This design comes from an exercise in tuning for small area on the open sky130 flow, not from production work. At most, simulation tests tie the RTL to the original design; equivalence was not proved. Function not checked in runs 4 to 6: the RTL went through the layout flow alone. In run 6 the design's own scripts or RTL, not TritonCTS, make the clock network. The clock input has no modelled driver; a real chip could not lean on it and would need a root buffer or a full tree. Power is estimated from default activity; no workload was simulated.

[flow/run.sh]
#!/bin/bash
# synth_recipe.tcl (not shown) runs the flow's synth.tcl, then flattens the netlist and writes it again
# the make line also repeats each setting of config.mk as NAME=value (left out here)
make -C /OpenROAD-flow-scripts/flow DESIGN_CONFIG=/design/flow/config.mk WORK_HOME=/design/flow/orfs CLKGATE_MAP_FILE= SYNTH_SCRIPT=/design/flow/synth_recipe.tcl finish
[flow/config.mk]
export PLATFORM = sky130hd
export DESIGN_NAME = main
export DESIGN_NICKNAME = main
export VERILOG_FILES = /design/flow/design.v
export SDC_FILE = /design/flow/constraint.sdc
export NUM_CORES = 4
export LEC_CHECK = 0
export ABC_AREA = 1
export CAP_MARGIN = 20
export CORE_MARGIN = 2
export CORE_UTILIZATION = 40
export SLEW_MARGIN = 20
[flow/constraint.sdc]
create_clock -name core_clock -period 10.0 [get_ports {clk}]
set_input_delay 2.0000 -clock core_clock [delete_from_list [all_inputs] [get_ports {clk}]]
set_output_delay 2.0000 -clock core_clock [all_outputs]
set_load 0.01 [all_outputs]
[flow/design.v]
`timescale 1ns / 1ps
module main(
    input clk,
    input rst,        
    input [9:0] sw,   
    output reg [6:0] segmentos,
    output reg [7:0] anodos
);
    reg [13:0] c;
    wire [13:0] cy;    
    assign cy[0] = 1'b1;
    genvar i;
    generate for (i = 1; i < 14; i = i + 1) begin : g_cy
        assign cy[i] = cy[i-1] & c[i-1];
    end endgenerate
    always @(posedge clk) c <= rst ? 14'd0 : (c ^ cy);
    wire ts  = (c[1:0] == 2'b10);           
    wire ta1 = (c == 14'h2000);             
    wire cap = (c[10:0] == 11'h002);        
    wire app = (c[10:0] == 11'h00A);        
    wire err   = (sw[7] & sw[8]) | (sw[7] & sw[9]) | (sw[8] & sw[9]);
    wire m_err = sw[0] & err;
    wire m_a3  = sw[0] & ~err & sw[9];
    wire m_a2  = sw[0] & ~err & sw[8];
    wire m_a1  = sw[0] & ~err & sw[7];
    wire m_nom = sw[0] & ~(sw[7] | sw[8] | sw[9]);
    function [2:0] inc8(input [2:0] x);
        case (x)
            3'd0: inc8 = 3'd1; 3'd1: inc8 = 3'd2; 3'd2: inc8 = 3'd3; 3'd3: inc8 = 3'd4;
            3'd4: inc8 = 3'd5; 3'd5: inc8 = 3'd6; 3'd6: inc8 = 3'd7; default: inc8 = 3'd0;
        endcase
    endfunction
    function [2:0] inc5(input [2:0] x);     
        case (x)
            3'd0: inc5 = 3'd1; 3'd1: inc5 = 3'd2; 3'd2: inc5 = 3'd3; 3'd3: inc5 = 3'd4;
            default: inc5 = 3'd0;
        endcase
    endfunction
    function [2:0] inc15(input [2:0] x);    
        case (x)
            3'd1: inc15 = 3'd2; 3'd2: inc15 = 3'd3; 3'd3: inc15 = 3'd4; 3'd4: inc15 = 3'd5;
            default: inc15 = 3'd1;
        endcase
    endfunction
    localparam [2:0] G_NONE = 3'd0, G_ERR = 3'd1, G_A2 = 3'd2, G_A3 = 3'd3, G_NOM = 3'd4;
    reg [2:0] g;       
    reg [2:0] k;       
    reg [2:0] n;       
    always @(posedge clk) begin
        if (rst) begin
            g <= G_NONE;
            n <= 3'd1;
        end else if (ts) begin
            if (m_err) begin
                k <= (g == G_ERR) ? inc5(k) : 3'd0;
                g <= G_ERR;
            end else if (m_a2) begin
                k <= (g == G_A2) ? inc8(k) : 3'd0;
                g <= G_A2;
            end else if (m_a3) begin
                k <= (g == G_A3) ? inc8(k) : 3'd0;
                g <= G_A3;
            end else if (m_nom) begin
                k <= n;
                n <= inc15(n);
                g <= G_NOM;
            end else begin
                g <= G_NONE;
            end
        end
    end
    reg fresh;
    always @(posedge clk) fresh <= rst | (fresh & ~(c[2] & c[1]));
    reg       f;       
    reg [2:0] p;       
    reg [3:0] q;       
    function [3:0] inc13(input [3:0] x);
        case (x)
            4'd0: inc13 = 4'd1;  4'd1: inc13 = 4'd2;   4'd2: inc13 = 4'd3;   4'd3: inc13 = 4'd4;
            4'd4: inc13 = 4'd5;  4'd5: inc13 = 4'd6;   4'd6: inc13 = 4'd7;   4'd7: inc13 = 4'd8;
            4'd8: inc13 = 4'd9;  4'd9: inc13 = 4'd10;  4'd10: inc13 = 4'd11; 4'd11: inc13 = 4'd12;
            default: inc13 = 4'd0;
        endcase
    endfunction
    always @(posedge clk) begin
        if (cap) f <= c[11] ? m_a2 : (c[12] & m_a3);
        if (rst) begin
            p <= 3'd0;
            q <= 4'd0;
        end else if (app & f) begin
            if (c[11]) p <= inc8(p);
            else       q <= inc13(q);
        end
    end
    reg [2:0] a;       
    reg [2:0] l;       
    always @(posedge clk) begin
        if (rst) begin
            a <= 3'd0;
            l <= 3'd0;
        end else if (ta1) begin
            if (m_a1) begin
                a <= inc15(a);
                if (a == 3'd4 && l != 3'd6) l <= inc8(l);
            end else begin
                a <= 3'd0;
                l <= 3'd0;
            end
        end
    end
    function [6:0] name(input [2:0] j);
        case (j)
            3'd1: name = 7'b0100001;  
            3'd2: name = 7'b0001000;  
            3'd3: name = 7'b1100011;  
            3'd4: name = 7'b1111011;  
            3'd5: name = 7'b0100001;  
            default: name = 7'b1111111;
        endcase
    endfunction
    function [6:0] error_l(input [2:0] x);
        case (x)
            3'd0: error_l = 7'b0000110;  
            3'd3: error_l = 7'b1000000;  
            default: error_l = 7'b0101111;  
        endcase
    endfunction
    function [2:0] pos2(input [2:0] ph, input [2:0] x);
        reg [3:0] s;
        begin
            case ({ph, x})
                default: s = 0;
            endcase
            s = {1'b0, (ph[2] ? (3'd0 - ph) : ph)} + {1'b0, x};
            pos2 = (s >= 4'd3 && s <= 4'd7) ? s - 4'd2 : 3'd0;
        end
    endfunction
    function [2:0] pos3(input [3:0] o, input [2:0] x);
        reg [4:0] s;
        begin
            s = o + x;
            if (s >= 5'd13) s = s - 5'd13;
            pos3 = (s <= 5'd4) ? s + 5'd1 : 3'd0;
        end
    endfunction
    wire match = (m_err & g == G_ERR) | (m_a2 & g == G_A2) |
                 (m_a3 & g == G_A3) | (m_nom & g == G_NOM);
    wire show1 = (a == 3'd5) ? (l == 3'd6) : (l >= a);
    reg [2:0] j;
    always @(*) begin
        case (g)
            G_A2:    j = pos2(p, k);
            G_A3:    j = fresh ? 3'd0 : pos3(q, k);
            default: j = k;
        endcase
        segmentos = 7'b1111111;
        anodos = 8'b11111111;
        if (m_a1) begin
            if (a != 3'd0) begin
                anodos = ~(8'h80 >> a);
                segmentos = show1 ? name(a) : 7'b1111111;
            end
        end else if (match) begin
            anodos = ~(8'h80 >> k);
            segmentos = (g == G_ERR) ? error_l(k) : name(j);
        end
    end
endmodule
==> summary.txt, run 1 <==
Status
  – Status: complete, no violations

Drt
  – WL/cell: 11.5 um
  – Overall routed net length: 6.40 mm
  – Vias per cell: 4.85
  – Vias: 2691
  – TritonRoute pass-1 iters: 4
  – # DRC: 0
  – Antenna viol nets, final: 0
  – DR iter-0 viols: 126

Placed design
  – Final HPWL DP: 5.22 mm
  – Final Wtd Congestion: around 0.85
  – Cells after DPL: 547
  – Port Buffers: 20
  – Place WS: 3370 ps

Worst setup path
  – Worst Setup EP: segmentos[0]
  – CP endpoint kind: output port
  – Reg-to-reg slack, setup: roughly 7200 ps
  – Worst flop-to-flop path endpoint: c[13]$_SDFF_PP0_
  – Worst path slowest cell: clkdlybuf4s50_1
  – CP Cell Sequence: clkdlybuf4s50_1 > nor2_1 > a21oi_1 > inv_1 > nand3_1 > nor2_1 > nor2_1 > inv_1 > nor2_1 > inv_1 > a21oi_1 > inv_1 > a21oi_1 > clkdlybuf4s50_1
  – WS Path Type: input port to output port
  – Worst setup startpoint: sw[8]
  – Startpoint Class: input port
  – FF-to-FF path depth: 14
  – Worst-path maximum fanout: 7
  – R2R Path Start: c[1]$_SDFF_PP0_
  – Worst path arrival time: 4660 ps
  – Critical path's largest stage delay: 560 ps
  – CP Data Required Time: ~8000 ps

Cells and area
  – Nets: 502
  – Register area: roughly 800 sq um
  – Fillers: 752
  – Share of layout cells above drive strength 1: 8.33%
  – Finished Layout Cells: 555
  – Syn-to-layout area delta: 13.5%
  – Multi-input gate area: about 1800 sq um
  – Final antenna diode count: 0

Die
  – I/O pins: 27
  – Starting density of the core: between 40 and 50%
  – Die footprint: 8200 sq um
  – Die height: 90.5 um
  – DIE WIDTH: 90.5 um
  – Floorplan core area: between 7000 and 8000 sq um
  – Num rows: 31

Global route
  – First-pass GRT wire length: around 11 mm
  – Total grt overflow: 0
  – Largest net degree at the start of global routing: 29
  – Initial antenna violation count: 0
  – GRT Total Usage: approximately 16%
  – Vias in the first global route: 2494

Clock tree
  – Post-CTS setup repair buffer count: 0
  – H-tree depth: 2
  – Clock sink count: 38
  – Clk pin slew, worst setup/hold paths: 70 ps
  – Num CTS Buffers: 5
  – CTS Buffer Depth: 2
  – Clk Latency, worst-skew pair: just under 300 ps
  – CTS Hold Bufs: 0
  – TritonCTS clock tree: yes
  – Root Driver: clkbuf_8
  – PostCTS Resize Cnt: 0

Timing
  – Final setup margin: 3340 ps
  – RSZ-0062 raised after global routing: false
  – Final Hold Fails: 0
  – Final Setup Violations: 0
  – Final Critical Period: between 6000 and 7000 ps
  – Max-slew violations: 0
  – Setup TNS: 0 ps
  – Clk_skew: 11.0 ps
  – Final worst-path cycle share: 66.6%
  – Slew @ Worst Pin: around 800 ps
  – Fmax: between 150 and 200 MHz
  – Slew headroom: 47.5%

Synth
  – Syn Inst Count: 435
  – Syn Area/Cell: 6.89 sq um
  – Register area share after synthesis: 26.7%
  – Post-synth top area share: between 20 and 25%
  – Post-synth EDFFs: 4
  – Synth Cell Area: about 3000 sq um
  – Synth top cells by count: 89 x inv_1, 67 x nand2_1, 59 x nor2_1
  – Asr flop ratio synth: 0%
  – Yosys reg bits: 38
  – Yosys top cell by area: dfxtp_1
  – Ys Warns: 1
  – Syn Nets: 482
  – Largest cells by area after synthesis: dfxtp_1 23%, ha_1 14%, inv_1 11%
  – Top FF cell, synth: dfxtp_1
  – Unique masters post-synth: 43
  – Most common cell in the netlist: inv_1

Worst hold path
  – Hold crit path type: flop to flop

Power and ir drop
  – Peak supply drop: 0.0787 mV
  – Pwr per Cell Area: 92.6 nW/um^2
  – P_leak: 1.59 nW

Job
  – Max cap viols: 0
sequential cells by signal, indices dropped and copies added (netlist names):
name / count
c: 14
n: 3
p: 3
g: 3
a: 3
l: 3
fresh: 1
f: 1
q: 4
k: 3
layout make-up:
type / instances / area share (%)
clock buffer: 8 / 3.27
tap: 99 / 3.64
timing repair buffer: 21 / 6.11
sequential: 38 / 23.5
inverter: 91 / 10.0
multi-input combinational: 298 / 53.4
per-stage QoR:
stage | hold WS, ps | total power [mW] | util (%) | area, sq um
final | 449 | 0.315 | 46.9 | 3400
after global routing | 462 | 0.330 | 46.9 | 3400
after detailed placement | 437 | 0.193 | 45.4 | 3290
after global placement | 433 | 0.193 | 45.4 | 3290
after floorplan | 417 | 0.183 | - | 3000
after CTS | 453 | 0.319 | 46.9 | 3400
worst min path at each step:
stage                    startpoint         endpoint  slack [ps]  cells past startpoint
global placement      fresh$_DFF_P_    fresh$_DFF_P_         430                      2
floorplan           c[0]$_SDFF_PP0_  c[0]$_SDFF_PP0_         420                      1
detailed placement    fresh$_DFF_P_    fresh$_DFF_P_         440                      2
CTS                   fresh$_DFF_P_    fresh$_DFF_P_         450                      2
global route        c[0]$_SDFF_PP0_  c[0]$_SDFF_PP0_         460                      1
finish              c[0]$_SDFF_PP0_  c[0]$_SDFF_PP0_         450                      1
layout by cell type, fill, tap and decap left out, drive strengths merged:
cell / instances
a211oi: 8
a21boi: 1
a21oi: 30
a221oi: 1
a22oi: 2
a31oi: 2
a32oi: 1
buf: 1
clkbuf: 8
clkdlybuf4s50: 20
dfxtp: 34
edfxtp: 4
fa: 2
ha: 33
inv: 91
nand2: 78
nand3: 25
nand3b: 1
nand4: 4
nor2: 62
nor3: 9
nor4: 5
o21ai: 17
o221a: 1
o22ai: 3
o311ai: 1
o31a: 1
o31ai: 4
or2: 2
xnor2: 2
xor2: 3
layer usage:
metal,track usage (%),vias to the layer above,share of wire (%)
li1,-,1439,-
met1,22.9,1205,51
met2,26.1,42,44
met3,2.50,5,4.4
met4,4.23,0,0.83
met5,0,-,0
kinds of logic after synthesis:
family	synth area share (%)
simple gates	28.9
flops	26.7
fa+ha+maj	15.1
compound gates	14.8
buf+inv	12.7
xor+xnor	1.71
critical path: cells and delay by family:
kind / cells / cell delay, ps
compound gates: 3 / 470
buf+inv: 6 / 1480
simple gates: 5 / 710
where the power goes:
part / internal (mW) / switching [mW] / total (mW)
Sequential: 0.156 / 0.00206 / 0.158
Combinational: 0.0116 / 0.0202 / 0.0318
Clock: 0.0713 / 0.0538 / 0.125
==> run 2, diff against run 1 <==
--- a/flow/config.mk
+++ b/flow/config.mk
@@ -9,4 +9,7 @@
 export CAP_MARGIN = 20
 export CORE_MARGIN = 2
 export CORE_UTILIZATION = 40
+export CTS_BUF_LIST = sky130_fd_sc_hd__clkbuf_8
+export CTS_CLUSTER_DIAMETER = 300
+export CTS_CLUSTER_SIZE = 50
 export SLEW_MARGIN = 20
==> run 2 against run 1 <==
Critical path type unchanged. Largest cell class unchanged. Clock power grew 7%. Synthesized cell count unchanged. Count of clock-buffer cells in the layout fell by 2. Sequential share of layout area about the same. Highest routed layer unchanged. Global-route usage is the same. Critical endpoint unchanged. Via count rose by 0.22%. First-iteration DRC count unchanged. Routed wire length rose by 0.11%. Non-clock buffer count is the same.
==> summary.txt, run 2 <==
Power and ir drop
  – P_leak: 1.59 nW (about the same)
  – Clock Power Share: 41.3% (was 39.7%)
  – Peak supply drop: 0.0787 mV (about the same)
  – Logic gate share of total power: 9.8% (was 10.1%)
  – Pwr per Cell Area: 95.0 nW/um^2 (was 92.6 nW/um^2)
  – Power Internal: 248 uW (was 239 uW)
  – Net Sw Power: 75.6 uW (was 76.0 uW)
  – Tot Pwr: 324 uW (was 315 uW)
  – Sequential power share: 48.8% (was 50.2%)
  – Sw frac: 23.4% (was 24.1%)

Worst setup path
  – Critical path's largest stage delay: 560 ps (about the same)
  – CP Cell Sequence: clkdlybuf4s50_1 > nor2_1 > a21oi_1 > inv_1 > nand3_1 > nor2_1 > nor2_1 > inv_1 > nor2_1 > inv_1 > a21oi_1 > inv_1 > a21oi_1 > clkdlybuf4s50_1 (unchanged)
  – Worst path slowest cell: clkdlybuf4s50_1 (unchanged)
  – Gate family responsible for the most delay along the worst path: buffers and inverters (unchanged)
  – CP Data Required Time: 8000 ps (about the same)
  – R2R Path Start: c[1]$_SDFF_PP0_ (unchanged)
  – WS Path Type: input port to output port (unchanged)
  – Worst setup startpoint: sw[8] (unchanged)
  – Worst path arrival time: 4670 ps (was 4660 ps)
  – WP buf/inv: 6 (unchanged)
  – Crit path depth: 14 (unchanged)
  – FF-to-FF path depth: 14 (unchanged)
  – Startpoint Class: input port (unchanged)
  – Worst-path maximum fanout: 7 (unchanged)
  – CP endpoint kind: output port (unchanged)

Synth
  – Synth Area in Simple Gates: 28.9% (unchanged)
  – Asr flop ratio synth: 0% (unchanged)
  – Post-synthesis compound-gate area fraction: 14.8% (unchanged)
  – Ys Warns: 1 (unchanged)
  – Mux cell area share after synthesis: 0% (unchanged)
  – Synth top cells by count: 89 x inv_1, 67 x nand2_1, 59 x nor2_1 (unchanged)
  – Synth Cell Area: 3000 sq um (unchanged)
  – Syn Nets: 482 (unchanged)
  – Top FF cell, synth: dfxtp_1 (unchanged)
  – Largest cells by area after synthesis: dfxtp_1 23%, ha_1 14%, inv_1 11% (unchanged)
  – Post-synth EDFFs: 4 (unchanged)
  – Yosys top cell by area: dfxtp_1 (unchanged)
  – XOR/XNOR Fraction of Synth Area: 1.71% (unchanged)
  – Post-synth top area share: 22.7% (unchanged)
  – Largest family of logic cells by synthesized area: simple AND/OR/NAND/NOR gates (unchanged)
  – Syn Inst Count: 435 (unchanged)
  – Yosys reg bits: 38 (unchanged)
  – Unique masters post-synth: 43 (unchanged)
  – Most common cell in the netlist: inv_1 (unchanged)
  – Synthesized-area fraction occupied by adder cells: 15.1% (unchanged)
  – Syn Area/Cell: 6.89 sq um (unchanged)
  – Register area share after synthesis: 26.7% (unchanged)

Cells and area
  – Max reg flops: 14 (unchanged)
  – Syn-to-layout area delta: 13.7% (was 13.5%)
  – Commonest non-fill, non-tap cell in the layout: inv_1 (unchanged)
  – Share of layout cells above drive strength 1: 8.33% (unchanged)
  – Top flop regs: c x14, q x4 (unchanged)
  – Final core occ: 47.0% (was 46.9%)
  – Final antenna diode count: 0 (unchanged)
  – Commonest non-fill, non-tap cells in the layout: 90 x inv_1, 67 x nand2_1, 59 x nor2_1 (was 89 x inv_1, 67 x nand2_1, 59 x nor2_1)
  – Finished Cell Area: 3410 sq um (was 3400 sq um)
  – Nets: 502 (unchanged)
  – Most flop-heavy register: c (unchanged)

Global route
  – Met2 Use GR: 25.9% (was 26.1%)
  – GRT Max-Usage Layer: met2 (unchanged)
  – GRT Total Usage: 16.3% (unchanged)
  – Largest net degree at the start of global routing: 29 (unchanged)
  – Total grt overflow: 0 (unchanged)
  – Met1 Track Usage GR: 23.0% (was 22.9%)
  – Grt met3 use: 2.50% (unchanged)
  – First-pass GRT wire length: 11.0 mm (unchanged)
  – Initial antenna violation count: 0 (unchanged)
  – Vias in the first global route: 2491 (was 2494)

Timing
  – Fmax: 150 MHz (about the same)
  – Final Critical Period: 6670 ps (was 6660 ps)
  – Clk_skew: 11.2 ps (was 11.0 ps)
  – Final Setup Violations: 0 (unchanged)
  – Setup TNS: 0 ps (unchanged)
  – Final worst-path cycle share: 66.7% (was 66.6%)
  – Slew @ Worst Pin: 777 ps (was 782 ps)
  – Hold WS: 449 ps (about the same)
  – RSZ-0062 raised after global routing: false (unchanged)
  – Max-slew violations: 0 (unchanged)
  – Final Hold Fails: 0 (unchanged)
  – Slew headroom: 47.8% (was 47.5%)

Worst hold path
  – Hold crit path type: flop to flop (unchanged)
  – Worst hold start: c[0]$_SDFF_PP0_ (unchanged)
  – WHS Path Cells: 1 (unchanged)

Clock tree
  – Root Driver: clkbuf_8 (unchanged)
  – Clk Latency, worst-skew pair: 290 ps (about the same)
  – PostCTS Resize Cnt: 0 (unchanged)
  – Num CTS Buffers: 5 (unchanged)
  – CTS Buffer Depth: 2 (unchanged)
  – Post-CTS setup repair buffer count: 0 (unchanged)
  – Clk pin slew, worst setup/hold paths: 70 ps (about the same)
  – H-tree depth: 2 (unchanged)
  – CTS Hold Bufs: 0 (unchanged)
  – TritonCTS clock tree: yes (unchanged)
  – Clock sink count: 38 (unchanged)

Die
  – Die footprint: 8200 sq um (unchanged)
  – Num rows: 31 (unchanged)
  – I/O pins: 27 (unchanged)
  – Die height: 90.5 um (unchanged)
  – Starting density of the core: 41.3% (unchanged)
  – Floorplan core area: 7250 sq um (unchanged)
  – DIE WIDTH: 90.5 um (unchanged)

Placed design
  – Final HPWL DP: 5.22 mm (unchanged)
  – Final Wtd Congestion: 0.850 (unchanged)
  – Dpl cell area: 3290 sq um (unchanged)
  – Port Buffers: 20 (unchanged)

Drt
  – # DRC: 0 (unchanged)
  – Vias per cell: 4.86 (was 4.85)
  – WL/cell: 11.5 um (about the same)
  – Overall routed net length: 6.41 mm (was 6.40 mm)
  – Vias: 2697 (was 2691)
  – DR iter-0 viols: 126 (unchanged)
  – TritonRoute pass-1 iters: 4 (unchanged)
  – Antenna viol nets, final: 0 (unchanged)

Status
  – Status: complete, no violations (unchanged)

Job
  – Max cap viols: 0 (unchanged)
==> run 2: cell types whose count changed in the layout (fill, tap and decap cells not counted) <==
| cell | delta |
|---|---|
| inv_1 | +1 |
| clkbuf_1 | -1 |
| clkbuf_16 | -1 |
| bufinv_16 | +1 |
==> run 2: final cells by class <==
class / count / area [sq um]
clock inverter: 2 / 33.8
timing repair buffer: 21 / 208
tap: 99 / 124
multi-input combinational: 298 / 1820
sequential: 38 / 801
inverter: 91 / 342
clock buffer: 6 / 82.6
fill: 751 / 3850
==> run 2: power groups by stage <==
stage	sequential (mW)	combinational (mW)	clock (mW)
3_5_place_dp	0.162	0.0319	0
2_1_floorplan	0.161	0.0222	0
6_report	0.158	0.0318	0.134
3_3_place_gp	0.161	0.0314	0
5_1_grt	0.158	0.0363	0.144
4_1_cts	0.158	0.0320	0.138
==> run 2: logic make-up (layout without fill, tap and decap cells) <==
kind of cell	after synthesis	count (layout)
AND/OR/NAND/NOR	186	186
adder cells (fa/ha/maj)	35	35
flip-flops	38	38
XOR/XNOR	5	5
AO/OA/AOI/OAI	72	72
buffers and inverters	99	120
==> run 2: metrics by stage <==
stage          std cells  setup WS (ps)
5_1_grt              555           3090
3_5_place_dp         547           3370
2_1_floorplan        435           4410
4_1_cts              555           3360
6_report             555           3330
3_3_place_gp         547           3380
==> run 2: path summary, 6_finish.rpt <==
kind | endpoint | slack [ps]
worst max register to register | c[13]$_SDFF_PP0_ | 7190
worst min register to register | c[0]$_SDFF_PP0_ | 450
worst min-delay path | c[0]$_SDFF_PP0_ | 450
worst max-delay path | segmentos[0] | 3330
==> run 2: per-layer routing <==
layer  up-vias  wire [um]  part of all wire, %
met1      1218       3310                   52
li1       1441          -                    -
met2        33       2830                   44
met3         5        217                  3.4
met5         -          0                    0
met4         0         52                 0.81
==> run 2: worst register-to-register path, stage by stage (launching register included) <==
cell and delay (ps):
dfxtp_1 340, ha_1 190, ha_1 180, ha_1 180, ha_1 180, ha_1 180, ha_1 180, ha_1 180
ha_1 180, ha_1 170, ha_1 190, ha_1 190, ha_1 190, xnor2_1 140, nor2_1 50
==> run 3, diff against run 2 <==
==> flow/flow/run.sh (new file) <==
#!/bin/bash
# Own layout flow: the standard flow (standard.sh), with
#  - synthesis through flow/synth.tcl: the standard flow's synthesis script unchanged, except
#    that ABC maps the logic with an area-oriented script (flow/area.abc) and the
#    half/full-adder extraction is off (ADDER_MAP_FILE empty);
#  - the port buffers made from sky130_fd_sc_hd__buf_1;
#  - clock tree synthesis without dummy loads.
# Each tool's full output goes to the ORFS logs under orfs/logs, and make's
# output to flow_make.log in this folder.
set -euo pipefail
cd "$(dirname "$0")/.."
HERE=$(pwd)
bash standard.sh \
  "SYNTH_SCRIPT=$HERE/flow/synth.tcl" \
  "ADDER_MAP_FILE=" \
  "BUFFER_PORTS_ARGS=-buffer_cell sky130_fd_sc_hd__buf_1" \
  "CTS_ARGS=-sink_clustering_enable -repair_clock_nets -dont_use_dummy_load -sink_clustering_size 50 -sink_clustering_max_diameter 500 -buf_list sky130_fd_sc_hd__clkbuf_8" \
  finish > "$HERE/flow_make.log" 2>&1
==> flow/flow/area.abc (new file) <==
strash
dc2
&get -n
&dch -f
&nf -a -R 1000
&put
strash
&get -n
&dch -f
&nf -a -R 1000
&put
topo
==> flow/flow/synth.tcl (new file) <==
# The standard flow's synthesis script (synth_recipe.tcl in the work folder), with ABC's
# mapping script replaced by flow/area.abc. Registers are mapped before ABC
# runs, so they are the same as the standard synthesis's.
set own_abc_script [file join [file dirname [info script]] area.abc]
proc abc {args} {
  set i [lsearch -exact $args -script]
  if { $i >= 0 } {
    set args [lreplace $args $i [expr { $i + 1 }] -script $::own_abc_script]
  }
  yosys abc {*}$args
}
source [file join [file dirname [file dirname [info script]]] synth_recipe.tcl]
==> flow/standard.sh (new file) <==
#!/bin/bash
# synth_recipe.tcl (not shown) runs the flow's synth.tcl, then flattens the netlist and writes it again
# the make line also repeats each setting of config.mk as NAME=value (left out here)
make -C /OpenROAD-flow-scripts/flow DESIGN_CONFIG=/design/flow/config.mk WORK_HOME=/design/flow/orfs CLKGATE_MAP_FILE= SYNTH_SCRIPT=/design/flow/synth_recipe.tcl "${@:-finish}"
==> flow/config.mk (replaced) <==
export PLATFORM = sky130hd
export DESIGN_NAME = main
export DESIGN_NICKNAME = main
export VERILOG_FILES = /design/flow/design.v
export SDC_FILE = /design/flow/constraint.sdc
export NUM_CORES = 4
export LEC_CHECK = 0
export CAP_MARGIN = 20
export CORE_MARGIN = 2
export CORE_UTILIZATION = 40
export SLEW_MARGIN = 20
removed: flow/run.sh
==> run 3 against run 2 <==
Non-clock buffer count unchanged. Fmax rose by 4.6%. Final area is 25% lower. Routed wire length decreased by 16%. Count of clock-buffer cells in the layout fell by 1. Clock power is about 30% lower. Power is 15% lower. Core utilization is 1.0 points lower. Critical endpoint is now segmentos[2]. Largest cell class unchanged.
==> summary.txt, run 3 <==
Clock tree
  – CTS Hold Bufs: 0 (unchanged)
  – CTS Buffer Depth: 2 (unchanged)
  – Clock sink count: 38 (unchanged)
  – Root Driver: clkbuf_8 (unchanged)
  – PostCTS Resize Cnt: 0 (unchanged)
  – TritonCTS clock tree: yes (unchanged)
  – Clk Latency, worst-skew pair: 280 ps (was 290 ps)
  – Post-CTS setup repair buffer count: 0 (unchanged)
  – H-tree depth: 2 (unchanged)
  – Clk pin slew, worst setup/hold paths: 70 ps (about the same)
  – Num CTS Buffers: 5 (unchanged)

Synth
  – Syn Area/Cell: 7.48 sq um (was 6.89 sq um)
  – Post-synth top area share: 29.5% (was 22.7%)
  – Register area share after synthesis: 34.7% (was 26.7%)
  – Top FF cell, synth: dfxtp_1 (unchanged)
  – Largest cells by area after synthesis: dfxtp_1 29%, a21oi_1 7.8%, nor3_1 6.7% (was dfxtp_1 23%, ha_1 14%, inv_1 11%)
  – Ys Warns: 1 (unchanged)
  – Post-synth EDFFs: 4 (unchanged)
  – Synth Cell Area: 2310 sq um (was 3000 sq um)
  – Most common cell in the netlist: nor2_1 (was inv_1)
  – Synth top cells by count: 40 x nor2_1, 36 x a21oi_1, 34 x dfxtp_1 (was 89 x inv_1, 67 x nand2_1, 59 x nor2_1)
  – Unique masters post-synth: 45 (was 43)
  – Syn Nets: 321 (was 482)
  – Syn Inst Count: 309 (was 435)
  – Yosys top cell by area: dfxtp_1 (unchanged)
  – Asr flop ratio synth: 0% (unchanged)
  – Yosys reg bits: 38 (unchanged)

Global route
  – First-pass GRT wire length: 9.18 mm (was 11.0 mm)
  – Vias in the first global route: 2071 (was 2491)
  – Total grt overflow: 0 (unchanged)
  – Initial antenna violation count: 0 (unchanged)
  – GRT Total Usage: 18.0% (was 16.3%)
  – Largest net degree at the start of global routing: 34 (was 29)

Timing
  – Fmax: 157 MHz (was 150 MHz)
  – Final Hold Fails: 0 (unchanged)
  – Slew headroom: 55.5% (was 47.8%)
  – Final Setup Violations: 0 (unchanged)
  – Final Critical Period: 6370 ps (was 6670 ps)
  – RSZ-0062 raised after global routing: false (unchanged)
  – Setup TNS: 0 ps (unchanged)
  – Slew @ Worst Pin: 661 ps (was 777 ps)
  – Max-slew violations: 0 (unchanged)
  – Final worst-path cycle share: 63.7% (was 66.7%)
  – Clk_skew: 8.78 ps (was 11.2 ps)

Cells and area
  – Commonest non-fill, non-tap cell in the layout: nor2_1 (was inv_1)
  – Commonest non-fill, non-tap cells in the layout: 40 x nor2_1, 36 x a21oi_1, 34 x dfxtp_1 (was 90 x inv_1, 67 x nand2_1, 59 x nor2_1)
  – Share of layout cells above drive strength 1: 1.80% (was 8.33%)
  – Most flop-heavy register: c (unchanged)
  – Finished Layout Cells: 406 (was 555)
  – Fillers: 613 (was 751)
  – Top flop regs: c x14, q x4 (unchanged)
  – Syn-to-layout area delta: 10.1% (was 13.7%)
  – Max reg flops: 14 (unchanged)
  – Nets: 348 (was 502)
  – Final antenna diode count: 0 (unchanged)

Worst setup path
  – Critical path's largest stage delay: 590 ps (was 560 ps)
  – Worst Setup EP: segmentos[2] (was segmentos[0])
  – Reg-to-reg slack, setup: 7380 ps (was 7190 ps)
  – CP Cell Sequence: xnor2_1 > o21ai_0 > xnor2_1 > nor2_1 > maj3_1 > a21oi_1 > nor2_1 > xnor2_1 > a22oi_1 > and2_0 > a22oi_1 > a21oi_1 > nor2b_1 > nor3_1 > a21oi_1 > o221ai_1 > buf_1 (was clkdlybuf4s50_1 > nor2_1 > a21oi_1 > inv_1 > nand3_1 > nor2_1 > nor2_1 > inv_1 > nor2_1 > inv_1 > a21oi_1 > inv_1 > a21oi_1 > clkdlybuf4s50_1)
  – Worst-path maximum fanout: 12 (was 7)
  – R2R Path Start: c[5]$_SDFF_PP0_ (was c[1]$_SDFF_PP0_)
  – Worst flop-to-flop path endpoint: l[2]$_SDFFE_PP0P_ (was c[13]$_SDFF_PP0_)
  – Worst path slowest cell: edfxtp_1 (was clkdlybuf4s50_1)
  – CP Data Required Time: 8000 ps (about the same)
  – Startpoint Class: flop (was input port)
  – WS Path Type: flop to output port (was input port to output port)
  – CP endpoint kind: output port (unchanged)
  – Worst setup startpoint: k[1]$_DFFE_PP_ (was sw[8])
  – FF-to-FF path depth: 6 (was 14)
  – Worst path arrival time: 4370 ps (was 4670 ps)

Job
  – Max cap viols: 0 (unchanged)

Placed design
  – Final HPWL DP: 3.97 mm (was 5.22 mm)
  – Port Buffers: 20 (unchanged)
  – Final Wtd Congestion: 0.841 (was 0.850)
  – Cells after DPL: 401 (was 547)

Die
  – Die footprint: 6400 sq um (was 8200 sq um)
  – DIE WIDTH: 80.0 um (was 90.5 um)
  – Floorplan core area: 5540 sq um (was 7250 sq um)
  – I/O pins: 27 (unchanged)
  – Num rows: 27 (was 31)
  – Die height: 80.0 um (was 90.5 um)
  – Starting density of the core: 41.7% (was 41.3%)

Status
  – Status: complete, no violations (unchanged)

Drt
  – Vias: 2295 (was 2697)
  – Antenna viol nets, final: 0 (unchanged)
  – Vias per cell: 5.65 (was 4.86)
  – Overall routed net length: 5.39 mm (was 6.41 mm)
  – WL/cell: 13.3 um (was 11.5 um)
  – DR iter-0 viols: 137 (was 126)
  – TritonRoute pass-1 iters: 4 (unchanged)
  – # DRC: 0 (unchanged)

Power and ir drop
  – Pwr per Cell Area: 108 nW/um^2 (was 95.0 nW/um^2)
  – P_leak: 0.850 nW (was 1.59 nW)
  – Peak supply drop: 0.0897 mV (was 0.0787 mV)

Worst hold path
  – Hold crit path type: flop to flop (unchanged)
[run 3: worst min path at each step]
| stage | end | startpoint | depth (start not counted) |
|---|---|---|---|
| floorplan | fresh$_DFF_P_ | fresh$_DFF_P_ | 1 |
| global placement | fresh$_DFF_P_ | fresh$_DFF_P_ | 1 |
| detailed placement | fresh$_DFF_P_ | fresh$_DFF_P_ | 1 |
| CTS | fresh$_DFF_P_ | fresh$_DFF_P_ | 1 |
| global route | fresh$_DFF_P_ | fresh$_DFF_P_ | 1 |
| finish | fresh$_DFF_P_ | fresh$_DFF_P_ | 1 |
[run 3: layout make-up]
type                            count  area [sq um]  share of cell area (%)
Multi-Input combinational cell    263          1480                    58.0
Tap cell                           72          90.1                    3.54
Inverter                            7          26.3                    1.03
Clock buffer                        5          68.8                    2.70
Sequential cell                    38           801                    31.5
Timing Repair Buffer               21          82.6                    3.24
[run 3: routing by layer]
layer  share of wire [%]  wire length [um]  global-route usage, %  up-vias
li1                    -                 -                      -     1192
met3                 3.7               201                   3.51        8
met1                  51              2750                   25.4     1058
met5                   0                 0                      0        -
met4                 1.6                84                   5.59        0
met2                  44              2350                   27.6       37
[run 3: cells by family (layout without fill, tap and decap cells)]
| logic type | Yosys count | in the layout | synth area share (%) |
|---|---|---|---|
| and+or+nand+nor | 163 | 163 | 34.7 |
| AOI/OAI and AO/OA | 82 | 82 | 22.1 |
| DFF | 38 | 38 | 34.7 |
| xor gates and xnor gates | 14 | 14 | 5.31 |
| buffers and inverters | 8 | 33 | 1.46 |
| adders and majority gates | 3 | 3 | 1.30 |
| muxes | 1 | 1 | 0.433 |
[run 3: where the power goes]
part,total [mW],internal [mW],switching (mW),leakage [nW]
logic,0.0216,0.00740,0.0142,0.502
clock network,0.0936,0.0449,0.0486,0.0359
registers,0.159,0.156,0.00307,0.312
total,0.274,0.208,0.0659,0.850
[run 3: stage by stage]
| stage | power, mW | worst slack [ps] | utilization, % | area [sq um] | hold WS (ps) |
|---|---|---|---|---|---|
| CTS | 0.277 | 3660 | 45.9 | 2540 | 469 |
| detailed placement | 0.183 | 3990 | 44.7 | 2480 | 443 |
| finish | 0.274 | 3630 | 45.9 | 2540 | 464 |
| floorplan | 0.175 | 4430 | - | 2310 | 427 |
| global route | 0.286 | 3170 | 45.9 | 2540 | 486 |
| global placement | 0.183 | 4020 | 44.7 | 2480 | 435 |
[run 3: worst max-delay path, delay by kind of cell (launching register included)]
family	cells	cell delay (ps)
adders and majority gates	1	410
and+or+nand+nor	5	690
xor gates and xnor gates	3	950
AOI/OAI and AO/OA	7	1270
buffers and inverters	1	190
DFF	1	590
==> run 4, diff against run 3 <==
==> flow/design.v (replaced) <==
`timescale 1ns / 1ps
module main(
    input clk,
    input rst,        
    input [9:0] sw,   
    output reg [6:0] segmentos,
    output reg [7:0] anodos
);
    reg [13:0] c;
    always @(posedge clk) c <= rst ? 14'd0 : c + 14'd1;
    wire ts  = (c[1:0] == 2'b10);           
    wire ta1 = (c == 14'h2000);             
    wire cap = (c[10:0] == 11'h002);        
    wire app = (c[10:0] == 11'h00A);        
    wire err   = (sw[7] & sw[8]) | (sw[7] & sw[9]) | (sw[8] & sw[9]);
    wire m_err = sw[0] & err;
    wire m_a3  = sw[0] & ~err & sw[9];
    wire m_a2  = sw[0] & ~err & sw[8];
    wire m_a1  = sw[0] & ~err & sw[7];
    wire m_nom = sw[0] & ~(sw[7] | sw[8] | sw[9]);
    localparam [2:0] G_NONE = 3'd0, G_ERR = 3'd1, G_A2 = 3'd2, G_A3 = 3'd3, G_NOM = 3'd4;
    reg [2:0] g;       
    reg [2:0] k;       
    reg [2:0] n;       
    always @(posedge clk) begin
        if (rst) begin
            g <= G_NONE;
            n <= 3'd1;
        end else if (ts) begin
            if (m_err) begin
                k <= (g == G_ERR && k != 3'd4) ? k + 3'd1 : 3'd0;
                g <= G_ERR;
            end else if (m_a2) begin
                k <= (g == G_A2) ? k + 3'd1 : 3'd0;
                g <= G_A2;
            end else if (m_a3) begin
                k <= (g == G_A3) ? k + 3'd1 : 3'd0;
                g <= G_A3;
            end else if (m_nom) begin
                k <= n;
                n <= (n == 3'd5) ? 3'd1 : n + 3'd1;
                g <= G_NOM;
            end else begin
                g <= G_NONE;
            end
        end
    end
    reg       f;       
    reg [2:0] p;       
    reg [3:0] w;       
    always @(posedge clk) begin
        if (cap) f <= c[11] ? m_a2 : (c[12] & m_a3);
        if (rst) begin
            p <= 3'd0;
            w <= 4'd8;
        end else begin
            if (app & f & c[11]) p <= p + 3'd1;
            if (w == 4'd8) begin
                if (c[2] & c[1]) w <= 4'd1;
            end else if (app & f & ~c[11]) begin
                w <= (w == 4'd5) ? 4'd9 : w + 4'd1;
            end
        end
    end
    reg [2:0] a;       
    reg [2:0] m;       
    always @(posedge clk) begin
        if (rst) begin
            a <= 3'd0;
            m <= 3'd0;
        end else if (ta1) begin
            if (m_a1) begin
                a <= (a == 3'd5) ? 3'd1 : a + 3'd1;
                if (a == 3'd5 && m != 3'd5) m <= m + 3'd1;
            end else begin
                a <= 3'd0;
                m <= 3'd0;
            end
        end
    end
    function [6:0] name(input [2:0] t);    
        case (t)
            3'd2: name = 7'b0001000;  
            3'd3: name = 7'b1100011;  
            3'd4: name = 7'b1111011;  
            default: name = 7'b0100001;  
        endcase
    endfunction
    function [6:0] error_l(input [2:0] x);
        case (x)
            3'd0: error_l = 7'b0000110;  
            3'd3: error_l = 7'b1000000;  
            default: error_l = 7'b0101111;  
        endcase
    endfunction
    wire match = (m_err & g == G_ERR) | (m_a2 & g == G_A2) |
                 (m_a3 & g == G_A3) | (m_nom & g == G_NOM);
    wire on = m_a1 ? (a != 3'd0) : match;
    wire [2:0] pos = m_a1 ? a : k;
    wire [2:0] o2 = p[2] ? 3'd0 - p : p;   
    reg [3:0] base;
    always @(*) begin
        if (m_a1)           base = 4'd0;
        else if (g == G_A2) base = {1'b0, o2} - 4'd2;
        else if (g == G_A3) base = w;
        else                base = 4'd0;
    end
    wire [3:0] t = {1'b0, pos} + base;
    wire show1 = (m >= a);
    wire valid = (t >= 4'd1) & (t <= 4'd5) & (~m_a1 | show1);
    always @(*) begin
        segmentos = 7'b1111111;
        anodos = 8'b11111111;
        if (on) begin
            anodos = ~(8'h80 >> pos);
            if (~m_a1 & g == G_ERR) segmentos = error_l(k);
            else if (valid)         segmentos = name(t[2:0]);
        end
    end
endmodule
--- a/flow/flow/run.sh
+++ b/flow/flow/run.sh
@@ -14,5 +14,5 @@
   "SYNTH_SCRIPT=$HERE/flow/synth.tcl" \
   "ADDER_MAP_FILE=" \
   "BUFFER_PORTS_ARGS=-buffer_cell sky130_fd_sc_hd__buf_1" \
-  "CTS_ARGS=-sink_clustering_enable -repair_clock_nets -dont_use_dummy_load -sink_clustering_size 50 -sink_clustering_max_diameter 500 -buf_list sky130_fd_sc_hd__clkbuf_8" \
+  "CTS_ARGS=-sink_clustering_enable -repair_clock_nets -dont_use_dummy_load -sink_clustering_size 50 -sink_clustering_max_diameter 500 -buf_list sky130_fd_sc_hd__clkbuf_4" \
   finish > "$HERE/flow_make.log" 2>&1
--- a/flow/config.mk
+++ b/flow/config.mk
@@ -7,5 +7,6 @@
 export LEC_CHECK = 0
 export CAP_MARGIN = 20
 export CORE_MARGIN = 2
-export CORE_UTILIZATION = 40
+export CORE_UTILIZATION = 70
+export PLACE_DENSITY = 0.85
 export SLEW_MARGIN = 20
==> run 4 against run 3 <==
Critical path type is now input port to output port. Critical endpoint is now segmentos[6]. Clock skew increased by 14 ps. Largest cell class unchanged. Clock power decreased by 28%. Die area shrank 47%. Count of clock-buffer cells in the layout unchanged. Worst hold slack better by 41 ps. Worst setup slack worse by 650 ps. Largest power group unchanged. Power down 11%. Highest routed layer unchanged. First-iteration DRC count grew 16%. Global-route usage is 11 points higher.
==> summary.txt, run 4 <==
Status
  – Status: complete, no violations (unchanged)

Global route
  – Largest net degree at the start of global routing: 25 (was 34)
  – Total grt overflow: 0 (unchanged)
  – First-pass GRT wire length: 7.60 mm (was 9.18 mm)
  – Initial antenna violation count: 0 (unchanged)
  – GRT Total Usage: 29.4% (was 18.0%)
  – Vias in the first global route: 1716 (was 2071)

Worst setup path
  – Critical path's largest stage delay: 600 ps (was 590 ps)
  – Worst-path maximum fanout: 13 (was 12)
  – CP endpoint kind: output port (unchanged)
  – Crit path top cell by count: buf_1
  – WS Path Type: input port to output port (was flop to output port)
  – CP Cell Sequence: buf_1 > nor2_1 > nand3_1 > mux2i_1 > maj3_1 > xor2_1 > nor3_1 > a211o_1 > a21oi_1 > o31a_1 > o21ai_0 > buf_1 (was xnor2_1 > o21ai_0 > xnor2_1 > nor2_1 > maj3_1 > a21oi_1 > nor2_1 > xnor2_1 > a22oi_1 > and2_0 > a22oi_1 > a21oi_1 > nor2b_1 > nor3_1 > a21oi_1 > o221ai_1 > buf_1)
  – Reg-to-reg slack, setup: 7210 ps (was 7380 ps)
  – WP buf/inv: 2 (was 1)
  – CP Data Required Time: 8000 ps (about the same)
  – Worst flop-to-flop path endpoint: m[2]$_SDFFE_PP0P_ (was l[2]$_SDFFE_PP0P_)
  – Startpoint Class: input port (was flop)
  – FF-to-FF path depth: 8 (was 6)
  – Worst path arrival time: 5020 ps (was 4370 ps)
  – R2R Path Start: c[6]$_SDFF_PP0_ (was c[5]$_SDFF_PP0_)
  – Gate family responsible for the most delay along the worst path: compound AO/OA/AOI/OAI gates (unchanged)
  – Worst path slowest cell: mux2i_1 (was edfxtp_1)

Cells and area
  – Share of layout cells above drive strength 1: 2.01% (was 1.80%)
  – Commonest non-fill, non-tap cell in the layout: nor2_1 (unchanged)
  – Nets: 312 (was 348)
  – Syn-to-layout area delta: 7.35% (was 10.1%)
  – Register area: 781 sq um (was 801 sq um)
  – Final core occ: 79.5% (was 45.9%)
  – Max reg flops: 14 (unchanged)
  – Top flop regs: c x14, w x4 (was c x14, q x4)
  – Finished Cell Area: 2210 sq um (was 2540 sq um)
  – Most flop-heavy register: c (unchanged)
  – Final antenna diode count: 0 (unchanged)
  – Fillers: 212 (was 613)
  – Multi-input gate area: 1240 sq um (was 1480 sq um)
  – Commonest non-fill, non-tap cells in the layout: 39 x nor2_1, 38 x nand2_1, 33 x dfxtp_1 (was 40 x nor2_1, 36 x a21oi_1, 34 x dfxtp_1)

Synth
  – Yosys top cell by area: dfxtp_1 (unchanged)
  – Syn Area/Cell: 7.54 sq um (was 7.48 sq um)
  – Synth top cells by count: 39 x nor2_1, 38 x nand2_1, 33 x dfxtp_1 (was 40 x nor2_1, 36 x a21oi_1, 34 x dfxtp_1)
  – Yosys reg bits: 37 (was 38)
  – Syn Inst Count: 273 (was 309)
  – Unique masters post-synth: 38 (was 45)
  – Ys Warns: 1 (unchanged)
  – Syn Nets: 285 (was 321)
  – Post-synth top area share: 32.1% (was 29.5%)
  – Synth Cell Area: 2060 sq um (was 2310 sq um)
  – Largest cells by area after synthesis: dfxtp_1 32%, nor2_1 7.1%, nand2_1 6.9% (was dfxtp_1 29%, a21oi_1 7.8%, nor3_1 6.7%)
  – Register area share after synthesis: 37.9% (was 34.7%)
  – Most common cell in the netlist: nor2_1 (unchanged)
  – Post-synth EDFFs: 4 (unchanged)
  – Asr flop ratio synth: 0% (unchanged)
  – Top FF cell, synth: dfxtp_1 (unchanged)

Timing
  – Clk_skew: 22.5 ps (was 8.78 ps)
  – Setup TNS: 0 ps (unchanged)
  – Slew headroom: 63.0% (was 55.5%)
  – Final Hold Fails: 0 (unchanged)
  – Max-slew violations: 0 (unchanged)
  – Fmax: 142 MHz (was 157 MHz)
  – RSZ-0062 raised after global routing: false (unchanged)
  – Slew @ Worst Pin: 540 ps (was 661 ps)
  – Final setup margin: 2980 ps (was 3630 ps)
  – Final Setup Violations: 0 (unchanged)
  – Final worst-path cycle share: 70.2% (was 63.7%)
  – Final Critical Period: 7020 ps (was 6370 ps)

Drt
  – Vias: 1997 (was 2295)
  – Antenna viol nets, final: 0 (unchanged)
  – # DRC: 0 (unchanged)
  – Vias per cell: 6.07 (was 5.65)
  – Overall routed net length: 4.41 mm (was 5.39 mm)
  – DR iter-0 viols: 159 (was 137)
  – TritonRoute pass-1 iters: 4 (unchanged)
  – WL/cell: 13.4 um (was 13.3 um)

Die
  – Die height: 58.2 um (was 80.0 um)
  – Num rows: 19 (was 27)
  – DIE WIDTH: 58.2 um (was 80.0 um)
  – Floorplan core area: 2780 sq um (was 5540 sq um)
  – Die footprint: 3390 sq um (was 6400 sq um)
  – Starting density of the core: 74.0% (was 41.7%)
  – I/O pins: 27 (unchanged)

Clock tree
  – TritonCTS clock tree: yes (unchanged)
  – H-tree depth: 2 (unchanged)
  – PostCTS Resize Cnt: 0 (unchanged)
  – CTS Hold Bufs: 0 (unchanged)
  – Num CTS Buffers: 5 (unchanged)
  – Root Driver: clkbuf_4 (was clkbuf_8)
  – Post-CTS setup repair buffer count: 0 (unchanged)
  – CTS Buffer Depth: 2 (unchanged)
  – Clk pin slew, worst setup/hold paths: 110 ps (was 70 ps)
  – Clock sink count: 37 (was 38)
  – Clk Latency, worst-skew pair: 340 ps (was 280 ps)

Worst hold path
  – Hold crit path type: flop to flop (unchanged)
  – WHS Path Cells: 1 (unchanged)
  – Worst hold start: c[0]$_SDFF_PP0_ (was fresh$_DFF_P_)
  – Worst Hold End: c[0]$_SDFF_PP0_ (was fresh$_DFF_P_)

Power and ir drop
  – Pwr per Cell Area: 110 nW/um^2 (was 108 nW/um^2)
  – Tot Pwr: 243 uW (was 274 uW)
  – P_leak: 0.803 nW (was 0.850 nW)
  – Peak supply drop: 0.104 mV (was 0.0897 mV)

Job
  – Max cap viols: 0 (unchanged)

Placed design
  – Port Buffers: 20 (unchanged)
  – Final Wtd Congestion: 0.895 (was 0.841)
  – Final HPWL DP: 3.30 mm (was 3.97 mm)
  – Dpl cell area: 2170 sq um (was 2480 sq um)
  – Place WS: 3020 ps (was 3990 ps)
-- run 4: how the worst max path moves through the flow --
| stage | depth (start not counted) | slack [ps] | start | end |
|---|---|---|---|---|
| after floorplan | 11 | 3490 | sw[9] | segmentos[5] |
| after global placement | 12 | 3050 | sw[9] | segmentos[6] |
| after detailed placement | 12 | 3020 | sw[9] | segmentos[6] |
| after CTS | 12 | 2990 | sw[9] | segmentos[6] |
| after global routing | 12 | 2600 | sw[9] | segmentos[6] |
| final | 12 | 2980 | sw[9] | segmentos[6] |
-- run 4: stage by stage --
stage	hold WS, ps	instances
2_1_floorplan	452	273
3_3_place_gp	472	324
3_5_place_dp	480	324
4_1_cts	508	329
5_1_grt	534	329
6_report	505	329
-- run 4: where the power goes --
| group | switching (mW) | internal, mW |
|---|---|---|
| clock | 0.0436 | 0.0235 |
| sequential | 0.00288 | 0.152 |
| combinational | 0.0139 | 0.00720 |
| total | 0.0604 | 0.183 |
-- run 4: logic make-up after synthesis --
family / count (synthesis) / synth area share, %
muxes: 3 / 1.46
and+or+nand+nor: 146 / 34.3
DFF: 37 / 37.9
adders and majority gates: 3 / 1.46
AOI/OAI and AO/OA: 66 / 19.2
buffers and inverters: 9 / 1.82
xor gates and xnor gates: 9 / 3.83
-- run 4: routing by layer --
| layer | track usage (%) | vias up | routed length [um] |
|---|---|---|---|
| li1 | - | 1034 | - |
| met1 | 38.8 | 909 | 2040 |
| met2 | 47.9 | 44 | 2070 |
| met3 | 6.47 | 10 | 206 |
| met4 | 9.97 | 0 | 98 |
| met5 | 0 | - | 0 |
-- run 4: area by class of cell --
type / instances / share of cell area [%]
Clock buffer: 5 / 1.70
Multi-Input combinational cell: 227 / 56.1
Timing Repair Buffer: 21 / 3.74
Inverter: 8 / 1.36
Tap cell: 31 / 1.75
Sequential cell: 37 / 35.3
==> run 5, diff against run 4 <==
--- a/flow/flow/run.sh
+++ b/flow/flow/run.sh
@@ -14,5 +14,5 @@
   "SYNTH_SCRIPT=$HERE/flow/synth.tcl" \
   "ADDER_MAP_FILE=" \
   "BUFFER_PORTS_ARGS=-buffer_cell sky130_fd_sc_hd__buf_1" \
-  "CTS_ARGS=-sink_clustering_enable -repair_clock_nets -dont_use_dummy_load -sink_clustering_size 50 -sink_clustering_max_diameter 500 -buf_list sky130_fd_sc_hd__clkbuf_4" \
+  "CTS_ARGS=-sink_clustering_enable -repair_clock_nets -dont_use_dummy_load -sink_clustering_size 50 -sink_clustering_max_diameter 500 -buf_list sky130_fd_sc_hd__clkbuf_8" \
   finish > "$HERE/flow_make.log" 2>&1
--- a/flow/config.mk
+++ b/flow/config.mk
@@ -7,6 +7,5 @@
 export LEC_CHECK = 0
 export CAP_MARGIN = 20
 export CORE_MARGIN = 2
-export CORE_UTILIZATION = 70
-export PLACE_DENSITY = 0.85
+export CORE_UTILIZATION = 40
 export SLEW_MARGIN = 20
==> run 5 against run 4 <==
Still clean. Sequential power barely moved. Critical path type unchanged. Sequential share of layout area fell by 1.2 points. Register-to-register slack improved by 120 ps.
==> summary.txt, run 5 <==
Status
  – Status: complete, no violations (unchanged)

Placed design
  – Dpl cell area: 2220 sq um (was 2170 sq um)
  – Cells after DPL: 363 (was 324)
  – Final HPWL DP: 3.26 mm (was 3.30 mm)
  – Port Buffers: 20 (unchanged)
  – Place WS: 2880 ps (was 3020 ps)
  – Final Wtd Congestion: 0.801 (was 0.895)

Drt
  – Vias per cell: 5.19 (was 6.07)
  – WL/cell: 11.8 um (was 13.4 um)
  – Overall routed net length: 4.34 mm (was 4.41 mm)
  – TritonRoute pass-1 iters: 4 (unchanged)
  – Antenna viol nets, final: 0 (unchanged)
  – # DRC: 0 (unchanged)
  – DR iter-0 viols: 101 (was 159)
  – Vias: 1910 (was 1997)

Synth
  – Unique masters post-synth: 38 (unchanged)
  – Top FF cell, synth: dfxtp_1 (unchanged)
  – Post-synth EDFFs: 4 (unchanged)
  – Register area share after synthesis: 37.9% (unchanged)
  – Syn Area/Cell: 7.54 sq um (unchanged)
  – Largest cells by area after synthesis: dfxtp_1 32%, nor2_1 7.1%, nand2_1 6.9% (unchanged)
  – Asr flop ratio synth: 0% (unchanged)
  – Ys Warns: 1 (unchanged)
  – Yosys top cell by area: dfxtp_1 (unchanged)
  – Most common cell in the netlist: nor2_1 (unchanged)
  – Syn Nets: 285 (unchanged)
  – Synth top cells by count: 39 x nor2_1, 38 x nand2_1, 33 x dfxtp_1 (unchanged)
  – Yosys reg bits: 37 (unchanged)
  – Syn Inst Count: 273 (unchanged)
  – Synth Cell Area: 2060 sq um (unchanged)
  – Post-synth top area share: 32.1% (unchanged)

Cells and area
  – Finished Layout Cells: 368 (was 329)
  – Most flop-heavy register: c (unchanged)
  – Nets: 312 (unchanged)
  – Share of layout cells above drive strength 1: 2.01% (unchanged)
  – Final core occ: 45.4% (was 79.5%)
  – Fillers: 544 (was 212)
  – Top flop regs: c x14, w x4 (unchanged)
  – Commonest non-fill, non-tap cell in the layout: nor2_1 (unchanged)
  – Finished Cell Area: 2290 sq um (was 2210 sq um)
  – Final antenna diode count: 0 (unchanged)
  – Syn-to-layout area delta: 11.2% (was 7.35%)
  – Commonest non-fill, non-tap cells in the layout: 39 x nor2_1, 38 x nand2_1, 33 x dfxtp_1 (unchanged)
  – Max reg flops: 14 (unchanged)

Global route
  – Met1 Track Usage GR: 21.2% (was 38.8%)
  – GRT Total Usage: 16.1% (was 29.4%)
  – Grt met3 use: 4.10% (was 6.47%)
  – Total grt overflow: 0 (unchanged)
  – Met2 Use GR: 25.0% (was 47.9%)
  – Largest net degree at the start of global routing: 26 (was 25)
  – Vias in the first global route: 1594 (was 1716)
  – Initial antenna violation count: 0 (unchanged)
  – First-pass GRT wire length: 7.09 mm (was 7.60 mm)
  – GRT Max-Usage Layer: met2 (unchanged)

Power and ir drop
  – P_leak: 0.816 nW (was 0.803 nW)
  – Pwr per Cell Area: 118 nW/um^2 (was 110 nW/um^2)
  – Peak supply drop: 0.0782 mV (was 0.104 mV)
  – Tot Pwr: 270 uW (was 243 uW)

Timing
  – Fmax: 141 MHz (was 142 MHz)
  – Slew headroom: 60.5% (was 63.0%)
  – RSZ-0062 raised after global routing: false (unchanged)
  – Slew @ Worst Pin: 576 ps (was 540 ps)
  – Setup TNS: 0 ps (unchanged)
  – Final setup margin: 2910 ps (was 2980 ps)
  – Final Setup Violations: 0 (unchanged)
  – Clk_skew: 18.1 ps (was 22.5 ps)
  – Final Critical Period: 7090 ps (was 7020 ps)
  – Hold WS: 501 ps (was 505 ps)
  – Max-slew violations: 0 (unchanged)
  – Final worst-path cycle share: 70.9% (was 70.2%)
  – Final Hold Fails: 0 (unchanged)

Die
  – Die footprint: 5740 sq um (was 3390 sq um)
  – Floorplan core area: 5040 sq um (was 2780 sq um)
  – Die height: 75.8 um (was 58.2 um)
  – Num rows: 26 (was 19)
  – I/O pins: 27 (unchanged)
  – DIE WIDTH: 75.8 um (was 58.2 um)
  – Starting density of the core: 40.8% (was 74.0%)

Clock tree
  – H-tree depth: 2 (unchanged)
  – Clock sink count: 37 (unchanged)
  – CTS Buffer Depth: 2 (unchanged)
  – Clk pin slew, worst setup/hold paths: 80 ps (was 110 ps)
  – PostCTS Resize Cnt: 0 (unchanged)
  – Root Driver: clkbuf_8 (was clkbuf_4)
  – Clk Latency, worst-skew pair: 290 ps (was 340 ps)
  – TritonCTS clock tree: yes (unchanged)
  – Num CTS Buffers: 5 (unchanged)
  – Post-CTS setup repair buffer count: 0 (unchanged)
  – CTS Hold Bufs: 0 (unchanged)

Worst hold path
  – Worst hold start: c[0]$_SDFF_PP0_ (unchanged)
  – WHS Path Cells: 1 (unchanged)
  – Hold crit path type: flop to flop (unchanged)
  – Worst Hold End: c[0]$_SDFF_PP0_ (unchanged)

Worst setup path
  – CP Data Required Time: 8000 ps (about the same)
  – WS Path Type: input port to output port (unchanged)
  – Worst-path maximum fanout: 13 (unchanged)
  – Crit path top cell by count: buf_1 (unchanged)
  – Worst path slowest cell: mux2i_1 (unchanged)
  – R2R Path Start: c[6]$_SDFF_PP0_ (unchanged)
  – CP endpoint kind: output port (unchanged)
  – CP Cell Sequence: buf_1 > nor2_1 > nand3_1 > mux2i_1 > maj3_1 > xor2_1 > nor3_1 > a211o_1 > a21oi_1 > o31a_1 > o21ai_0 > buf_1 (unchanged)
  – Worst path arrival time: 5090 ps (was 5020 ps)
  – Reg-to-reg slack, setup: 7330 ps (was 7210 ps)
  – Worst flop-to-flop path endpoint: m[1]$_SDFFE_PP0P_ (was m[2]$_SDFFE_PP0P_)
  – WP buf/inv: 2 (unchanged)
  – Startpoint Class: input port (unchanged)
  – FF-to-FF path depth: 9 (was 8)
  – Worst setup startpoint: sw[9] (unchanged)
  – Critical path's largest stage delay: 620 ps (was 600 ps)
  – Gate family responsible for the most delay along the worst path: compound AO/OA/AOI/OAI gates (unchanged)

Job
  – Max cap viols: 0 (unchanged)
-- run 5: cell types whose count changed in the layout (fill, tap and decap cells not counted) --
cell      change
clkbuf_8      +5
clkbuf_4      -5
-- run 5: how the worst max path moves through the flow --
stage,end,slack (ps),cells after the start
floorplan,segmentos[5],3490,11
global placement,segmentos[6],2930,12
detailed placement,segmentos[6],2880,12
CTS,segmentos[6],2870,12
global route,segmentos[6],2540,12
finish,segmentos[6],2910,12
-- run 5: routing by layer --
layer / vias to the layer above / wire [um]
met5: - / 0
met3: 7 / 134
met1: 843 / 2220
li1: 1032 / -
met4: 0 / 71
met2: 28 / 1910
-- run 5: kinds of logic (layout without fill, tap and decap cells) --
kind of cell | after synthesis | after routing | synth area share (%)
AOI/OAI and AO/OA | 66 | 66 | 19.2
DFF | 37 | 37 | 37.9
buffers and inverters | 9 | 34 | 1.82
xor gates and xnor gates | 9 | 9 | 3.83
adders and majority gates | 3 | 3 | 1.46
and+or+nand+nor | 146 | 146 | 34.3
muxes | 3 | 3 | 1.46
-- run 5: final cells by class --
cell class,count,area [sq um],area share (%)
well taps,70,87.6,3.82
clock buffers,5,68.8,3.00
inverters,8,30.0,1.31
flip-flops and latches,37,781,34.1
repair buffers,21,82.6,3.60
multi-input cells,227,1240,54.2
-- run 5: report_power, final --
group	switching, mW	total, mW	internal (mW)
Clock	0.0494	0.0944	0.0449
Combinational	0.0132	0.0204	0.00719
Sequential	0.00305	0.155	0.152
Total	0.0657	0.270	0.204
==> run 6, diff against run 5 <==
==> flow/flow/run.sh (replaced) <==
#!/bin/bash
# Own layout flow: the standard flow (standard.sh), with
#  - synthesis through flow/synth.tcl: the standard flow's synthesis script unchanged, except
#    that ABC maps the logic with an area-oriented script (flow/area.abc) and the
#    half/full-adder extraction is off (ADDER_MAP_FILE empty);
#  - the port buffers made from sky130_fd_sc_hd__buf_1;
#  - in place of a clock tree, four clock buffers that the clock port drives,
#    each driving the registers of one quarter of the layout (flow/clkbuf.tcl,
#    run as the CTS step's PRE_CTS_TCL hook).
# Each tool's full output goes to the ORFS logs under orfs/logs, and make's
# output to flow_make.log in this folder.
set -euo pipefail
cd "$(dirname "$0")/.."
HERE=$(pwd)
bash standard.sh \
  "SYNTH_SCRIPT=$HERE/flow/synth.tcl" \
  "ADDER_MAP_FILE=" \
  "BUFFER_PORTS_ARGS=-buffer_cell sky130_fd_sc_hd__buf_1" \
  "PRE_CTS_TCL=$HERE/flow/clkbuf.tcl" \
  finish > "$HERE/flow_make.log" 2>&1
==> flow/flow/clkbuf.tcl (new file) <==
# Clock buffering in place of a clock tree: the registers are split into
# four groups by position (along x, then y), and the clock port
# drives one buffer per group, placed at the group's centre.
proc clock_tree_synthesis {args} {
  set cell sky130_fd_sc_hd__clkbuf_4
  set ngroups 4
  set block [ord::get_db_block]
  set clknet [$block findNet clk]
  set master [[ord::get_db] findMaster $cell]
  set sinks {}
  foreach it [$clknet getITerms] {
    set bb [[$it getInst] getBBox]
    lappend sinks [list $it [expr {([$bb xMin] + [$bb xMax]) / 2}] [expr {([$bb yMin] + [$bb yMax]) / 2}]]
  }
  # split into groups: halve along x, then along y, ...
  set groups [list $sinks]
  set axis 1
  while {[llength $groups] < $ngroups} {
    set next {}
    foreach g $groups {
      set s [lsort -integer -index $axis $g]
      set h [expr {[llength $s] / 2}]
      lappend next [lrange $s 0 [expr {$h - 1}]] [lrange $s $h end]
    }
    set groups $next
    set axis [expr {3 - $axis}]
  }
  set gi 0
  foreach g $groups {
    set inst [odb::dbInst_create $block $master clkbuf_g$gi]
    set net [odb::dbNet_create $block clk_g$gi]
    $net setSigType CLOCK
    set sx 0; set sy 0
    foreach s $g {
      set it [lindex $s 0]
      $it disconnect
      $it connect $net
      set sx [expr {$sx + [lindex $s 1]}]
      set sy [expr {$sy + [lindex $s 2]}]
    }
    set n [llength $g]
    [$inst findITerm A] connect $clknet
    [$inst findITerm X] connect $net
    $inst setLocation [expr {$sx / $n}] [expr {$sy / $n}]
    $inst setPlacementStatus PLACED
    puts "clock buffer clkbuf_g$gi ($cell) drives $n registers"
    incr gi
  }
  set_propagated_clock [all_clocks]
}
--- a/flow/config.mk
+++ b/flow/config.mk
@@ -7,5 +7,6 @@
 export LEC_CHECK = 0
 export CAP_MARGIN = 20
 export CORE_MARGIN = 2
-export CORE_UTILIZATION = 40
+export CORE_UTILIZATION = 70
+export PLACE_DENSITY = 0.85
 export SLEW_MARGIN = 20
==> run 6 against run 5 <==
Combinational power rose by 3%. Core utilization grew 34 points. First-iteration DRC count grew 21%. Final cell count fell by 11%. Worst setup slack improved by 96 ps. Clock skew down 2.1 ps. Register-to-register slack barely moved. Largest cell class unchanged. Sequential power about the same. Fmax up 1.4%. Critical path depth unchanged. Critical endpoint unchanged. Area after synthesis stayed put. Final area down 3.8%.
==> summary.txt, run 6 <==
Status
  – Status: complete, no violations (unchanged)

Global route
  – First-pass GRT wire length: 7.51 mm (was 7.09 mm)
  – Vias in the first global route: 1707 (was 1594)
  – Initial antenna violation count: 0 (unchanged)
  – GRT Total Usage: 27.3% (was 16.1%)

Die
  – Die footprint: 3390 sq um (was 5740 sq um)
  – Die height: 58.2 um (was 75.8 um)

Synth
  – Register area share after synthesis: 37.9% (unchanged)
  – Post-synthesis compound-gate area fraction: 19.2% (unchanged)
  – Post-synth top area share: 32.1% (unchanged)
  – Largest cells by area after synthesis: dfxtp_1 32%, nor2_1 7.1%, nand2_1 6.9% (unchanged)
  – Syn Area/Cell: 7.54 sq um (unchanged)
  – Most common cell in the netlist: nor2_1 (unchanged)
  – Synthesized-area fraction occupied by adder cells: 1.46% (unchanged)
  – Post-synth EDFFs: 4 (unchanged)
  – Unique masters post-synth: 38 (unchanged)
  – Synth top cells by count: 39 x nor2_1, 38 x nand2_1, 33 x dfxtp_1 (unchanged)
  – Yosys top cell by area: dfxtp_1 (unchanged)
  – Syn Inst Count: 273 (unchanged)
  – Largest family of logic cells by synthesized area: simple AND/OR/NAND/NOR gates (unchanged)
  – Syn Nets: 285 (unchanged)
  – Asr flop ratio synth: 0% (unchanged)
  – Synth Area in Simple Gates: 34.3% (unchanged)
  – XOR/XNOR Fraction of Synth Area: 3.83% (unchanged)
  – Synth Cell Area: 2060 sq um (unchanged)

Worst hold path
  – WHS Path Cells: 1 (unchanged)
  – Worst hold start: c[0]$_SDFF_PP0_ (unchanged)
  – Hold crit path type: flop to flop (unchanged)
  – Worst Hold End: c[0]$_SDFF_PP0_ (unchanged)

Cells and area
  – Finished Cell Area: 2200 sq um (was 2290 sq um)
  – Finished Layout Cells: 328 (was 368)
  – Final antenna diode count: 0 (unchanged)
  – Syn-to-layout area delta: 6.99% (was 11.2%)
  – Commonest non-fill, non-tap cells in the layout: 39 x nor2_1, 38 x nand2_1, 33 x dfxtp_1 (unchanged)
  – Final core occ: 79.2% (was 45.4%)
  – Commonest non-fill, non-tap cell in the layout: nor2_1 (unchanged)
  – Max reg flops: 14 (unchanged)
  – Most flop-heavy register: c (unchanged)
  – Share of layout cells above drive strength 1: 1.68% (was 2.01%)

Placed design
  – Place WS: 3020 ps (was 2880 ps)
  – Dpl cell area: 2170 sq um (was 2220 sq um)
  – Cells after DPL: 324 (was 363)
  – Final Wtd Congestion: 0.895 (was 0.801)
  – Final HPWL DP: 3.30 mm (was 3.26 mm)

Drt
  – WL/cell: 13.0 um (was 11.8 um)
  – Overall routed net length: 4.27 mm (was 4.34 mm)
  – DR iter-0 viols: 122 (was 101)
  – Antenna viol nets, final: 0 (unchanged)
  – # DRC: 0 (unchanged)
  – Vias per cell: 6.00 (was 5.19)

Clock tree
  – CTS Hold Bufs: 0 (unchanged)
  – Clk Latency, worst-skew pair: 170 ps (was 290 ps)
  – Clk pin slew, worst setup/hold paths: 90 ps (was 80 ps)

Power and ir drop
  – P_leak: 0.798 nW (was 0.816 nW)
  – Peak supply drop: 0.126 mV (was 0.0782 mV)
  – Pwr per Cell Area: 105 nW/um^2 (was 118 nW/um^2)

Worst setup path
  – FF-to-FF path depth: 8 (was 9)
  – Reg-to-reg slack, setup: 7330 ps (about the same)
  – WS Path Type: input port to output port (unchanged)
  – Worst path arrival time: 5000 ps (was 5090 ps)
  – CP Data Required Time: 8000 ps (about the same)
  – R2R Path Start: c[6]$_SDFF_PP0_ (unchanged)

Timing
  – Clk_skew: 16.0 ps (was 18.1 ps)
  – Slew @ Worst Pin: 531 ps (was 576 ps)
  – RSZ-0062 raised after global routing: false (unchanged)
  – Final Critical Period: 7000 ps (was 7090 ps)
  – Fmax: 143 MHz (was 141 MHz)
  – Final Hold Fails: 0 (unchanged)
  – Final setup margin: 3000 ps (was 2910 ps)
  – Max-slew violations: 0 (unchanged)

Job
  – Max cap viols: 0 (unchanged)
==> run 6: cell counts after synthesis <==
Identical to the previous run, type by type.
==> run 6: cell type report <==
cell class                 instances  area (sq um)
inverter                           8          30.0
fill                             217           578
timing repair buffer              21          82.6
multi-input combinational        227          1240
tap                               31          38.8
sequential                        37           781
buffer                             4          30.0
==> run 6: cells by family after synthesis <==
logic type               Yosys count
AO/OA/AOI/OAI                     66
XOR/XNOR                           9
adder cells (fa/ha/maj)            3
buffers and inverters              9
flip-flops                        37
multiplexers                       3
AND/OR/NAND/NOR                  146
==> run 6: per-layer routing <==
layer  global-route usage, %  wire (um)  up-vias
li1                        -          -     1026
met2                    47.4       2050       37
met1                    39.0       2050      900
met3                    1.56        131        4
met5                       0          0        -
met4                    2.66         31        0
==> run 6: stage by stage <==
stage / total power, mW / hold WS, ps
after floorplan: 0.171 / 452
after global placement: 0.178 / 472
after detailed placement: 0.179 / 480
after CTS: 0.233 / 505
after global routing: 0.243 / 531
final: 0.232 / 498
==> run 6: worst max path at each step <==
stage | startpoint | end | slack [ps] | depth (start not counted)
after floorplan | sw[9] | segmentos[5] | 3490 | 11
after global placement | sw[9] | segmentos[6] | 3050 | 12
after detailed placement | sw[9] | segmentos[6] | 3020 | 12
after CTS | sw[9] | segmentos[6] | 3000 | 12
after global routing | sw[9] | segmentos[6] | 2610 | 12
final | sw[9] | segmentos[6] | 3000 | 12
==> run 6: critical path, cell delays in order <==
cell and delay [ps]:
buf_1 130, nor2_1 180, nand3_1 400, mux2i_1 580
maj3_1 290, xor2_1 370, nor3_1 110, a211o_1 280
a21oi_1 180, o31a_1 230, o21ai_0 100, buf_1 140
==> run 6: power breakdown <==
group          total [mW]  internal [mW]  switching, mW
clock network      0.0562         0.0192         0.0370
registers           0.155          0.152        0.00288
logic              0.0210        0.00720         0.0138
